What follows belongs to an exercise in optimizing a design on an open flow for small area; a production flow would make more cautious choices.
In this exercise RTL edits were held to simulation tests only and were not proved equivalent to the original.
Power figures rest on the tool's default switching activity, not on a simulated workload.

==> flow/design.v (outline; a module is shown in full before it is edited, if it fits) <==
// module can_register: 18 lines
// module can_register_asyn: 23 lines
// module can_register_asyn_syn: 27 lines
// module can_registers: 735 lines
// module can_btl: 238 lines
// module can_crc: 25 lines
// module can_acf: 227 lines
// module can_ibo: 16 lines
// module can_fifo: 186 lines
// module can_bsp: 1392 lines
// module can_top: 367 lines
// module can_ctrl: 38 lines
module can_ctrl
(
  input        clk,
  input        rst,
  input  [7:0] wb_dat_i,
  output [7:0] wb_dat_o,
  input        wb_cyc_i,
  input        wb_stb_i,
  input        wb_we_i,
  input  [7:0] wb_adr_i,
  output       wb_ack_o,
  input        rx_i,
  output       tx_o,
  output       bus_off_on,
  output       irq_on,
  output       clkout_o,
  output       self_test_ctrl_o
);
  // ...
==> flow/flow/run.sh <==
#!/bin/bash
# Own layout flow: the standard ORFS flow (standard.sh, with its standard synthesis script
# synth_recipe.tcl) with these changes in how the layout is made:
#  - Yosys's ABC technology-mapping step uses an area-oriented script (flow/abc_map.script)
#    instead of ORFS's delay-oriented abc_speed.script, and adders are left to ABC as plain
#    logic (ADDER_MAP_FILE empty) instead of being mapped to half/full-adder cells. Registers
#    are mapped before ABC runs, so the registers, their names and cell types are those of the
#    standard synthesis;
#  - port buffers use the smallest buffer cell (buf_1);
#  - clock tree synthesis inserts no dummy loads and clusters more sinks per buffer.
# Each tool's full output goes to its ORFS log under orfs/logs; make's output goes to make.log.
set -euo pipefail
W=$(pwd)
rm -rf "$W/scripts"
cp -r "$FLOW_HOME/scripts" "$W/scripts"
cp "$W/flow/abc_map.script" "$W/scripts/abc_speed.script"
export BUFFER_PORTS_ARGS="-buffer_cell sky130_fd_sc_hd__buf_1"
export CTS_ARGS="-sink_clustering_enable -repair_clock_nets -dont_use_dummy_load -sink_clustering_size 25 -sink_clustering_max_diameter 100 -buf_list sky130_fd_sc_hd__clkbuf_16"
bash "$W/standard.sh" SCRIPTS_DIR="$W/scripts" ADDER_MAP_FILE= finish > "$W/make.log" 2>&1
==> flow/flow/abc_map.script <==
strash
&get -n
&st
&deepsyn -T 60
&dch -f
&nf -R 1000 -p -F 16 -A 8 -C 32
&put
topo
==> flow/standard.sh <==
#!/bin/bash
# synth_recipe.tcl (not shown) runs the flow's synth.tcl, then flattens the netlist and writes it again
# the make line also repeats each setting of config.mk as NAME=value (left out here)
make -C /OpenROAD-flow-scripts/flow DESIGN_CONFIG=/design/flow/config.mk WORK_HOME=/design/flow/orfs CLKGATE_MAP_FILE= SYNTH_SCRIPT=/design/flow/synth_recipe.tcl "${@:-finish}"
==> flow/config.mk <==
export PLATFORM = sky130hd
export DESIGN_NAME = can_ctrl
export DESIGN_NICKNAME = can_ctrl
export VERILOG_FILES = /design/flow/design.v
export SDC_FILE = /design/flow/constraint.sdc
export NUM_CORES = 4
export LEC_CHECK = 0
export CAP_MARGIN = 20
export CORE_MARGIN = 2
export CORE_UTILIZATION = 70
export PLACE_DENSITY = 0.8
export SLEW_MARGIN = 20
==> flow/constraint.sdc <==
create_clock -name core_clock -period 10.0 [get_ports {clk}]
set_input_delay 2.0000 -clock core_clock [delete_from_list [all_inputs] [get_ports {clk}]]
set_output_delay 2.0000 -clock core_clock [all_outputs]
set_load 0.01 [all_outputs]
==> impl_metrics.yaml, run 1 <==
layout:
  layout.cells.non_filler: 5609
  clkbuf_count: 68
  nNonClkBuffers: 137
  nets: 4547
  drive_above_1_share_pct: 5.06
  diodes: 6
  largest_register_ffs: 512
  mostFrequentLayoutCells: "edfxtp_1 (1147), nor2_1 (581), nand2_1 (339), dfrtp_1 (248), a222oi_1 (222)"
route:
  drc: 0
  vias: 44277
pwr:
  seq_power_share_pct: 66.3
  p_comb_share_pct: 3.6
  power_mw: 9.87
  p_switching_mw: 2.06
  power_density_nw_per_um2: 156
  p_sw_share_pct: 20.8
timing:
  finalCritPeriodShare_pct: 71.4
  slew_violations: 0
yosys:
  synthArstFlopShare_pct: 18.6
  synth_xor_area_share_pct: 1.65
  synth_cells: 4318
  yosysMostFrequentCell: "edfxtp_1"
  synth.distinct_cells: 68
  synth_mux_area_share_pct: 0.541
  synthTopCellsByCount: "edfxtp_1 (1147), nor2_1 (589), nand2_1 (339), dfrtp_1 (249), a222oi_1 (222)"
global_route:
  grt_pass1_vias: 41126
die:
  initial_utilization_pct: 70.6
  die_area_sq_um: 86600
placed_design:
  placed_cell_area_sq_um: 61300
setup_path:
  cp_num_cells: 15
  crit_required_ns: 10.43
  cp-start-kind: "input port"
  arrival_ns: 7.57
min_path:
  min_path_cells: 0
clock_network:
  ctsResizeCount: 0
  cts_made_buffers: 68
outcome:
  outcome: "no timing/DRC/antenna violations"
==> run 2: changes to the inputs <==
--- a/flow/config.mk
+++ b/flow/config.mk
@@ -5,8 +5,8 @@
 export SDC_FILE = /design/flow/constraint.sdc
 export NUM_CORES = 4
 export LEC_CHECK = 0
-export CAP_MARGIN = 20
+export CAP_MARGIN = 5
 export CORE_MARGIN = 2
 export CORE_UTILIZATION = 70
 export PLACE_DENSITY = 0.8
-export SLEW_MARGIN = 20
+export SLEW_MARGIN = 5
==> run 2 against run 1 <==
Net effect: now fails the layout checks on capacitance limit, slew limit; clock power about the same; wire length up 4.8%; via count up 2.8%; count of clock-buffer cells in the layout down 1; global-route usage up 2.2 points; fmax down 2.4%; total power up 0.72%; critical path depth up 1; sequential cell count unchanged; clock skew down 0.012 ns; die area up 0.37%; sequential share of layout area down 0.47 points.
==> impl_metrics.yaml, run 2 <==
outcome:
  outcome: "finished with violations"
  so.violations: "capacitance limit, slew limit"
yosys:
  synth_xor_area_share_pct: 1.66
  synth_top_family_by_area: "compound AO/OA/AOI/OAI gates"
  yosys.area_share.simple_pct: 12.0
  synth_mux_area_share_pct: 0.696
  synth_area_leaders: "edfxtp_1 (58%), dfrtp_1 (11%), a222oi_1 (3.4%)"
  synth_cells: 4340
  synth_enable_flop_cells: 1147
  yosysWarnings: 16
  synth.distinct_cells: 70
  yosys.area.top_type_share_pct: 58.2
  yosysMostFrequentCell: "edfxtp_1"
  synth_adder_area_share_pct: 0.186
  yosysSeqAreaShare_pct: 70.6
  synth_compound_area_share_pct: 14.3
  syn_area_sq_um: 59200
  ys_ff_latch: 1446
  synthTopCellsByCount: "edfxtp_1 (1147), nor2_1 (541), nand2_1 (333), dfrtp_1 (249), a22oi_1 (224)"
  synth_area_per_cell_sq_um: 13.6
  synth_top_area_cell: "edfxtp_1"
  synth_nets: 4362
  synth_top_flop_cell: "edfxtp_1"
  synthArstFlopShare_pct: 18.6
route:
  wl_per_cell_microns: 35.8
  dr.pass1.iters: 13
  via_per_inst: 7.99
  vias: 45530
  drc: 0
  drt_iter0_drc: 10556
  routed_wl_mm: 204
  final_antenna_net_count: 0
setup_path:
  critPathKind: "input port to register"
  arrival_ns: 7.78
  cp_slowest_cell: "nor4_1"
  cp_max_fo: 15
  crit_family: "simple AND/OR/NAND/NOR gates"
  r2r-end: "u_can_top.data_out[6]"
  cp_slowest_stage_delay_ns: 0.82
  cp-start-kind: "input port"
  r2r_cells: 14
  critPathBufInv: 2
  cp_num_cells: 16
  rrSetupSlack_ns: 3.48
  end_kind: "register"
  crit_required_ns: 10.47
  path_cells: "buf_1 -> buf_4 -> xnor2_1 -> xnor2_1 -> a21oi_1 -> nand2_1 -> o21ai_0 -> o21ai_0 -> nor2b_1 -> a21oi_1 -> nor2_1 -> a222oi_1 -> nand4_1 -> or4_1 -> nor4_1 -> nor2_1"
pwr:
  p_switching_mw: 2.12
  power_frac_clock_pct: 29.9
  power_density_nw_per_um2: 156
  peakVddDrop_mv: 0.224
  seq_power_share_pct: 66.0
  power_mw: 9.95
  p_int_mw: 7.82
  p_comb_share_pct: 4.1
  p_leak_nw: 19.6
  p_sw_share_pct: 21.3
timing:
  rsz0062_at_grt: "false"
  setup_viol: 0
  relSlewSlack_pct: -0.149
  hold_viol: 0
  finalCritPeriodShare_pct: 73.1
  skew_ns: 0.0803
  setup_tns_ns: 0
  period_minus_slack_ns: 7.31
  slew_violations: 1
  max_freq_mhz: 137
  hold-worst-slack_ns: 0.367
  worst_pin_slew_ns: 1.50
layout:
  register_area_sq_um: 41800
  mostFrequentLayoutCells: "edfxtp_1 (1147), nor2_1 (538), nand2_1 (333), dfrtp_1 (248), a22oi_1 (224)"
  final_common_cell: "edfxtp_1"
  multi_input_area_sq_um: 17300
  area_growth_pct: 7.41
  largest-register: "u_can_top.i_can_bsp.i_can_fifo.fifo"
  layout.cells.non_filler: 5701
  largest_register_ffs: 512
  fillers: 5147
  drive_above_1_share_pct: 5.26
  reg_top3: "u_can_top.i_can_bsp.i_can_fifo.fifo x512, u_can_top.i_can_bsp.i_can_fifo.length_fifo x256"
  nets: 4587
clock_network:
  h-tree-depth: 3
  clk_path_buf_depth: 3
  hold_buffers: 0
  clkTransAtPathRegs_ns: 0.10
  ctsResizeCount: 0
  clock_sinks: 1446
  cts_root_buf: "clkbuf_16"
  cts_setup_buffers: 0
  cts_made_buffers: 67
  cts_tree: "done"
  clock_latency_ns: 0.70
global_route:
  grtUsageTotal_pct: 47.1
  grt.overflow.total: 0
  grt_max_degree: 153
  grt_pass1_vias: 42127
  grt_pass1_wl_mm: 292
  antenna_found_initial: 7
die:
  ioPinCount: 36
  fp-row-count: 106
  die_area_sq_um: 86900
  initial_utilization_pct: 70.7
  core_sq_um: 83700
  die_width_microns: 295
  die_h_microns: 295
placed_design:
  dp_hpwl_mm: 138
  io_buffers: 34
  dp.cells: 5628
  globalplace.congestion: 1.08
flow_run:
  drv_cap: 2
min_path:
  min_path_cells: 0
  min_from: "u_can_top.rx_sync_tmp"
  holdPathEnd: "u_can_top.rx_sync"
  hold_path.class: "register to register"
run 2: power groups by stage:
stage / clock network [mW] / logic (mW) / registers [mW]
after floorplan: 0 / 0.215 / 6.68
after global placement: 0 / 0.375 / 6.69
after detailed placement: 0 / 0.387 / 6.69
after CTS: 2.94 / 0.388 / 6.56
after global routing: 3.12 / 0.430 / 6.56
final: 2.98 / 0.409 / 6.56
run 2: kinds of logic (layout without fill, tap and decap cells):
kind of cell,after synthesis,after routing
AOI/OAI and AO/OA,1149,1149
xor gates and xnor gates,112,112
adders and majority gates,11,11
buffers and inverters,72,295
DFF,1446,1446
muxes,38,38
other,0,4
and+or+nand+nor,1512,1512
run 2: area by class of cell:
type,count,area share (%)
sequential,1446,65.8
multi-input combinational,2822,27.2
clock buffer,67,2.64
tap,1134,2.23
timing repair buffer,156,1.70
inverter,72,0.437
antenna,4,0.0157
run 2: stage by stage:
stage	cell area, sq um	util (%)	worst slack (ns)
global route	63600	75.9	2.71
detailed placement	61800	73.9	2.56
global placement	61800	73.9	2.70
CTS	63500	75.9	3.22
finish	63600	76.0	2.69
floorplan	59200	-	3.08
run 2: metal layers:
layer  part of all wire [%]  track usage, %
met5                  0.038               0
met1                     32            61.6
met2                     43            67.9
met3                     16            15.9
met4                    8.6            30.2
run 2: worst register-to-register path: stages (launching register included):
cell	delay, ns
dfrtp_2	0.72
xnor2_1	0.79
xnor2_1	0.26
a21oi_1	0.26
nand2_1	0.11
o21ai_0	0.16
o21ai_0	0.20
nor2b_1	0.18
a21oi_1	0.75
nor2_1	0.59
a222oi_1	0.54
nand4_1	0.26
or4_1	0.55
nor4_1	0.82
nor2_1	0.14
run 2: worst max path at each step:
stage	from	to	slack [ns]
2_1_floorplan	rst	u_can_top.i_can_bsp.ack_err_latched	3.08
3_3_place_gp	wb_adr_i[2]	u_can_top.data_out[1]	2.70
3_5_place_dp	wb_adr_i[2]	u_can_top.data_out[1]	2.56
4_1_cts	wb_adr_i[2]	u_can_top.data_out[1]	3.22
5_1_grt	wb_adr_i[2]	u_can_top.data_out[2]	2.71
6_report	wb_adr_i[2]	u_can_top.data_out[6]	2.69

==> static timing again, ports no longer ideal <==
In the flow no input, the clock included, has a driving cell. The finished layouts below were timed again as built, in two steps.
Step 1: set_driving_cell puts a clkbuf_16 on clk and a buf_2 on each other input, an assumption about the parent block.
Step 2, shift: input delay + t, output delay - t, t = (earliest + latest rising clock arrival at the registers) / 2. This alone moves slack from input paths to output paths.
Three values: no drivers, after step 1, after step 2; two values: the first two.
| run | t, ns | slack for setup (ns) | worst hold slack (ns) | worst slew at a driven data input, ns | pins driven straight from the clock port |
|---|---|---|---|---|---|
| run 1 | 0.684 | 2.864 / 2.855 / 2.171 | 0.362 / 0.362 / 0.362 | 0.14 | 1 |
| run 2 | 0.732 | 2.689 / 2.739 / 2.007 | 0.367 / 0.367 / 0.367 | 0.09 | 1 |
The setup slack of run 1, which loses most, moves by -0.009 ns with the drivers and by -0.693 ns with both steps.
